From an optimization exercise on the open Yosys and OpenROAD flow, aimed at small area, a short achievable clock period and few clock cycles per item; shortcuts taken in it are not production practice. Where RTL was checked, it was by simulation tests only, not by an equivalence proof against the original.

before:
==> flow/design.v <==
module division(input clk, input rst, input start, input [31:0] dividendo, divisor,
                output [31:0] cociente, residuo, output done);
reg [15:0] rem;       
reg [15:0] dv;        
reg [3:0]  cnt;       
reg [15:0] quo;       
reg        busy, norm, done_r;
function [4:0] lzc16(input [15:0] v);
  integer k;
  reg found;
  begin
    lzc16 = 5'd16;
    found = 1'b0;
    for (k = 15; k >= 0; k = k - 1)
      if (!found && v[k]) begin
        lzc16 = 5'd15 - k[4:0];
        found = 1'b1;
      end
  end
endfunction
wire [4:0]  lzn = lzc16(rem);
wire [4:0]  lzd = lzc16(dv);
wire [5:0]  jr  = {1'b0, lzd} - {1'b0, lzn};
wire [3:0]  j   = lzd[4] ? 4'd15 : (jr[5] ? 4'd0 : jr[3:0]);
wire [15:0] dn  = dv << j;
wire [16:0] df = {1'b0, rem} - {1'b0, dv};
wire        q  = ~df[16];
always @(posedge clk) begin
  done_r <= 1'b0;
  if (rst) begin
    busy <= 1'b0;
    norm <= 1'b0;
  end else if (!busy) begin
    if (start) begin
      busy <= 1'b1;
      norm <= 1'b1;
    end
  end else if (norm) begin
    norm <= 1'b0;
  end else if (cnt == 4'd0) begin
    busy   <= 1'b0;
    done_r <= 1'b1;
  end
end
always @(posedge clk) begin
  if (!busy) begin
    rem <= dividendo[15:0];
    dv  <= divisor[15:0];
  end else if (norm) begin
    dv  <= dn;
  end else begin
    if (q) rem <= df[15:0];
    dv  <= {1'b0, dv[15:1]};
  end
  if (!busy || norm)
    quo <= 16'd0;
  else
    quo <= {quo[14:0], q};
  if (norm)
    cnt <= j;
  else
    cnt <= cnt - 4'd1;
end
assign cociente = {16'd0, quo};
assign residuo  = {17'd0, rem[14:0]};
assign done     = done_r;
endmodule
export LEC_CHECK = 0
export CAP_MARGIN = 20
export CORE_MARGIN = 2
export CORE_UTILIZATION = 40
export PLACE_DENSITY = 0.6
export SETUP_SLACK_MARGIN = 5
export SLEW_MARGIN = 20
create_clock -name core_clock -period 10.0 [get_ports {clk}]
run.sh (not shown) runs the stock make flow with config.mk's settings and CLKGATE_MAP_FILE= SYNTH_SCRIPT=/design/flow/synth_recipe.tcl, a recipe that flattens the netlist after the stock synthesis.
Input-level comparison between after and before:
==> flow/design.v <==
module division(input clk, input rst, input start, input [31:0] dividendo, divisor,
                output [31:0] cociente, residuo, output done);
reg [15:0] rem;       
reg [16:0] dv;        
reg [15:0] quo;       
reg [2:0]  cnt;       
reg        busy, done_r;
function [4:0] lzc16(input [15:0] v);
  integer k;
  reg found;
  begin
    lzc16 = 5'd16;
    found = 1'b0;
    for (k = 15; k >= 0; k = k - 1)
      if (!found && v[k]) begin
        lzc16 = 5'd15 - k[4:0];
        found = 1'b1;
      end
  end
endfunction
wire [15:0] n_in = dividendo[15:0];
wire [15:0] d_in = divisor[15:0];
wire [4:0]  lzn  = lzc16(n_in);
wire [4:0]  lzd  = lzc16(d_in);
wire [5:0]  diff = {1'b0, lzd} - {1'b0, lzn};         
wire        imm  = diff[5];                            
wire [2:0]  jh   = lzd[4] ? 3'd7 : diff[3:1];           
wire [16:0] dv0  = {d_in, 1'b0} << {jh, 1'b0};
wire        ge1 = ~dv[16] && (rem >= dv[15:0]);
wire [15:0] r1  = ge1 ? rem - dv[15:0] : rem;
wire        ge2 = (r1 >= dv[16:1]);
wire [15:0] r2  = ge2 ? r1 - dv[16:1] : r1;
always @(posedge clk) begin
  done_r <= 1'b0;
  if (rst) begin
    busy <= 1'b0;
  end else if (!busy) begin
    if (start) begin
      if (imm)
        done_r <= 1'b1;
      else
        busy <= 1'b1;
    end
  end else if (cnt == 3'd0) begin
    busy   <= 1'b0;
    done_r <= 1'b1;
  end
end
always @(posedge clk) begin
  if (!busy) begin
    rem <= n_in;
    dv  <= dv0;
    quo <= 16'd0;
    cnt <= jh;
  end else begin
    rem <= r2;
    dv  <= {2'b0, dv[16:2]};
    quo <= {quo[13:0], ge1, ge2};
    cnt <= cnt - 3'd1;
  end
end
assign cociente = {16'd0, quo};
assign residuo  = {17'd0, rem[14:0]};
assign done     = done_r;
endmodule
==> comparison <==
Compared with before, after shows a higher global-route usage. Wire: after routes more than before. The horizontal extent of the die in before is 0.941 times that in after. before reports its cell with the largest stage delay on the worst path as nor2_1 while after reports a221o_2. Compared with before, after shows a higher starting density of the core. after vs. before: final cycle utilization of the critical path went up.
Function was not checked in any run of this note: the RTL went through the layout flow alone.


Another version of the RTL of division (not shown whole).
Size: about 760 cells after synthesis, ~50 flip-flops, about 130 I/O pins, roughly 4700 µm² of cells after synthesis.
==> module division, before the edit <==
module division(input clk, input rst, input start, input [31:0] dividendo, divisor,
                output [31:0] cociente, residuo, output done);
reg [15:0] rem;       
reg [16:0] dv;        
reg [15:0] quo;       
reg        busy, done_r;
function [4:0] lzc16(input [15:0] v);
  integer k;
  reg found;
  begin
    lzc16 = 5'd16;
    found = 1'b0;
    for (k = 15; k >= 0; k = k - 1)
      if (!found && v[k]) begin
        lzc16 = 5'd15 - k[4:0];
        found = 1'b1;
      end
  end
endfunction
wire [15:0] n_in = dividendo[15:0];
wire [15:0] d_in = divisor[15:0];
wire [4:0]  lzn  = lzc16(n_in);
wire [4:0]  lzd  = lzc16(d_in);
wire [5:0]  diff = {1'b0, lzd} - {1'b0, lzn};         
wire [4:0]  jr   = {1'b0, diff[3:0]} + 5'd1;
wire [3:0]  jh   = lzd[4] ? 4'd8 : (diff[5] ? 4'd0 : jr[4:1]);   
wire [16:0] dv0  = {1'b0, d_in} << {jh, 1'b0};
wire [16:0] mark = 17'h10000 >> {jh, 1'b0};                               
wire        ge1 = ~dv[16] && (rem >= dv[15:0]);
wire [15:0] r1  = ge1 ? rem - dv[15:0] : rem;
wire        ge2 = (r1 >= dv[16:1]);
wire [15:0] r2  = ge2 ? r1 - dv[16:1] : r1;
always @(posedge clk) begin
  done_r <= 1'b0;
  if (rst) begin
    busy <= 1'b0;
  end else if (!busy) begin
    if (start) begin
      if (jh == 4'd0)
        done_r <= 1'b1;
      else
        busy <= 1'b1;
    end
  end else if (quo[14]) begin
    busy   <= 1'b0;
    done_r <= 1'b1;
  end
end
always @(posedge clk) begin
  if (!busy) begin
    rem <= n_in;
    dv  <= dv0;
    quo <= mark[15:0];
  end else begin
    rem <= r2;
    dv  <= {2'b0, dv[16:2]};
    quo <= {quo[13:0], ge1, ge2};
  end
end
assign cociente = {16'd0, quo[14:0], ge1};
assign residuo  = {17'd0, r1[14:0]};
assign done     = done_r;
endmodule
Settings: LEC_CHECK=0, CAP_MARGIN=20, CORE_MARGIN=2, CORE_UTILIZATION=40, PLACE_DENSITY=0.6, SETUP_SLACK_MARGIN=4, SLEW_MARGIN=20; clock period 10.0 ns.
standard.sh (not shown) runs the stock make flow with config.mk's settings and CLKGATE_MAP_FILE= SYNTH_SCRIPT=/design/flow/synth_recipe.tcl, a recipe that flattens the netlist after the stock synthesis.
==> flow/flow/run.sh <==
#!/bin/bash
# The standard layout (standard.sh) with three changes to how it is made:
# - synthesis maps with ABC on a delay-targeted, area-recovering script
#   (flow/abc_custom.script) and without the adder cell step;
# - ports are buffered with the smallest buffer;
# - repair_timing aims at setup margin 4 ns.
# Each ORFS step keeps its own log under orfs/logs; make's output goes to standard.log.
set -euo pipefail
F=$(pwd)/flow
bash standard.sh SETUP_SLACK_MARGIN=4 "BUFFER_PORTS_ARGS=-buffer_cell sky130_fd_sc_hd__buf_1" ADDER_MAP_FILE= SYNTH_SCRIPT=$F/synth_custom.tcl CUSTOM_ABC_SCRIPT=$F/abc_custom.script  finish > standard.log 2>&1
==> flow/flow/abc_custom.script <==
strash
dch
map -D 2500
topo
stime -c
buffer -c
upsize -c -D 2500
dnsize -c -D 2500
==> flow/flow/synth_custom.tcl <==
# The standard flow's synthesis script (ORFS synthesis without the fsm and share passes,
# flattened, function nets renamed), with ABC run on a delay-targeted
# area-recovering script instead of the default one.
proc synth {args} { yosys synth -nofsm -noshare {*}$args }
proc abc {args} {
  set i [lsearch -exact $args -script]
  if { $i >= 0 } {
    set args [lreplace $args [expr {$i + 1}] [expr {$i + 1}] $::env(CUSTOM_ABC_SCRIPT)]
  }
  yosys abc {*}$args
}
source $::env(SCRIPTS_DIR)/synth.tcl
# left out here: clear keep_hierarchy, flatten, clean up, hide names made inside functions, write 1_2_yosys.v
Rerun with:
--- a/flow/design.v
+++ b/flow/design.v
@@ -3,6 +3,7 @@
 reg [15:0] rem;       
 reg [16:0] dv;        
 reg [15:0] quo;       
+reg [2:0]  cnt;       
 reg        busy, done_r;
 function [4:0] lzc16(input [15:0] v);
   integer k;
@@ -25,7 +26,6 @@
 wire [4:0]  jr   = {1'b0, diff[3:0]} + 5'd1;
 wire [3:0]  jh   = lzd[4] ? 4'd8 : (diff[5] ? 4'd0 : jr[4:1]);   
 wire [16:0] dv0  = {1'b0, d_in} << {jh, 1'b0};
-wire [16:0] mark = 17'h10000 >> {jh, 1'b0};                               
 wire        ge1 = ~dv[16] && (rem >= dv[15:0]);
 wire [15:0] r1  = ge1 ? rem - dv[15:0] : rem;
 wire        ge2 = (r1 >= dv[16:1]);
@@ -41,7 +41,7 @@
       else
         busy <= 1'b1;
     end
-  end else if (quo[14]) begin
+  end else if (cnt == 3'd0) begin
     busy   <= 1'b0;
     done_r <= 1'b1;
   end
@@ -50,11 +50,13 @@
   if (!busy) begin
     rem <= n_in;
     dv  <= dv0;
-    quo <= mark[15:0];
+    quo <= 16'd0;
+    cnt <= jh[2:0] - 3'd1;
   end else begin
     rem <= r2;
     dv  <= {2'b0, dv[16:2]};
     quo <= {quo[13:0], ge1, ge2};
+    cnt <= cnt - 3'd1;
   end
 end
 assign cociente = {16'd0, quo[14:0], ge1};
What happened: Worst setup slack improves by 0.11 ns. Cell area increases by 2.0%. Synthesized area increases by 2.8%. Register-to-register slack improves by 0.24 ns. Routed wire length decreases by 3.7%. Final cell count increases by 1.7%.
Testbench counts after the change, summed over its fixed seeds: cycles 12,906, items 4,000.
Only the layout flow was run in the first run of this note; the RTL was not checked for function there.

static timing again, ports no longer ideal:
In the flow no input, the clock included, has a driving cell. The finished layouts below were timed again as built, in two steps.
Step 1, drivers: a clkbuf_16 drives clk and a buf_2 each remaining input, both assumed.
Step 2 moves the port delays by t, midway between the first and last clock arrival at a register: inputs arrive t later, outputs are due t later. That takes back most of the time a late clock gives input paths.
Slacks: ideal / step 1 / step 2; pairs: ideal / step 1.
| run | shift t [ns] | slack for setup (ns) | cell pins on the clock port's net |
|---|---|---|---|
| before | 0.333 | 5.513 / 5.513 / 5.513 | 1 |
| after | 0.331 | 4.875 / 4.875 / 4.752 | 1 |
| the first run of note 2 | 0.329 | 4.371 / 4.385 / 4.056 | 1 |
| the second run of note 2 | 0.331 | 4.478 / 4.485 / 4.154 | 1 |
After both steps setup and hold are still met in every run listed. For the second run of note 2, which loses most, drivers alone change the setup slack by +0.007 ns; drivers and shift together by -0.324 ns.
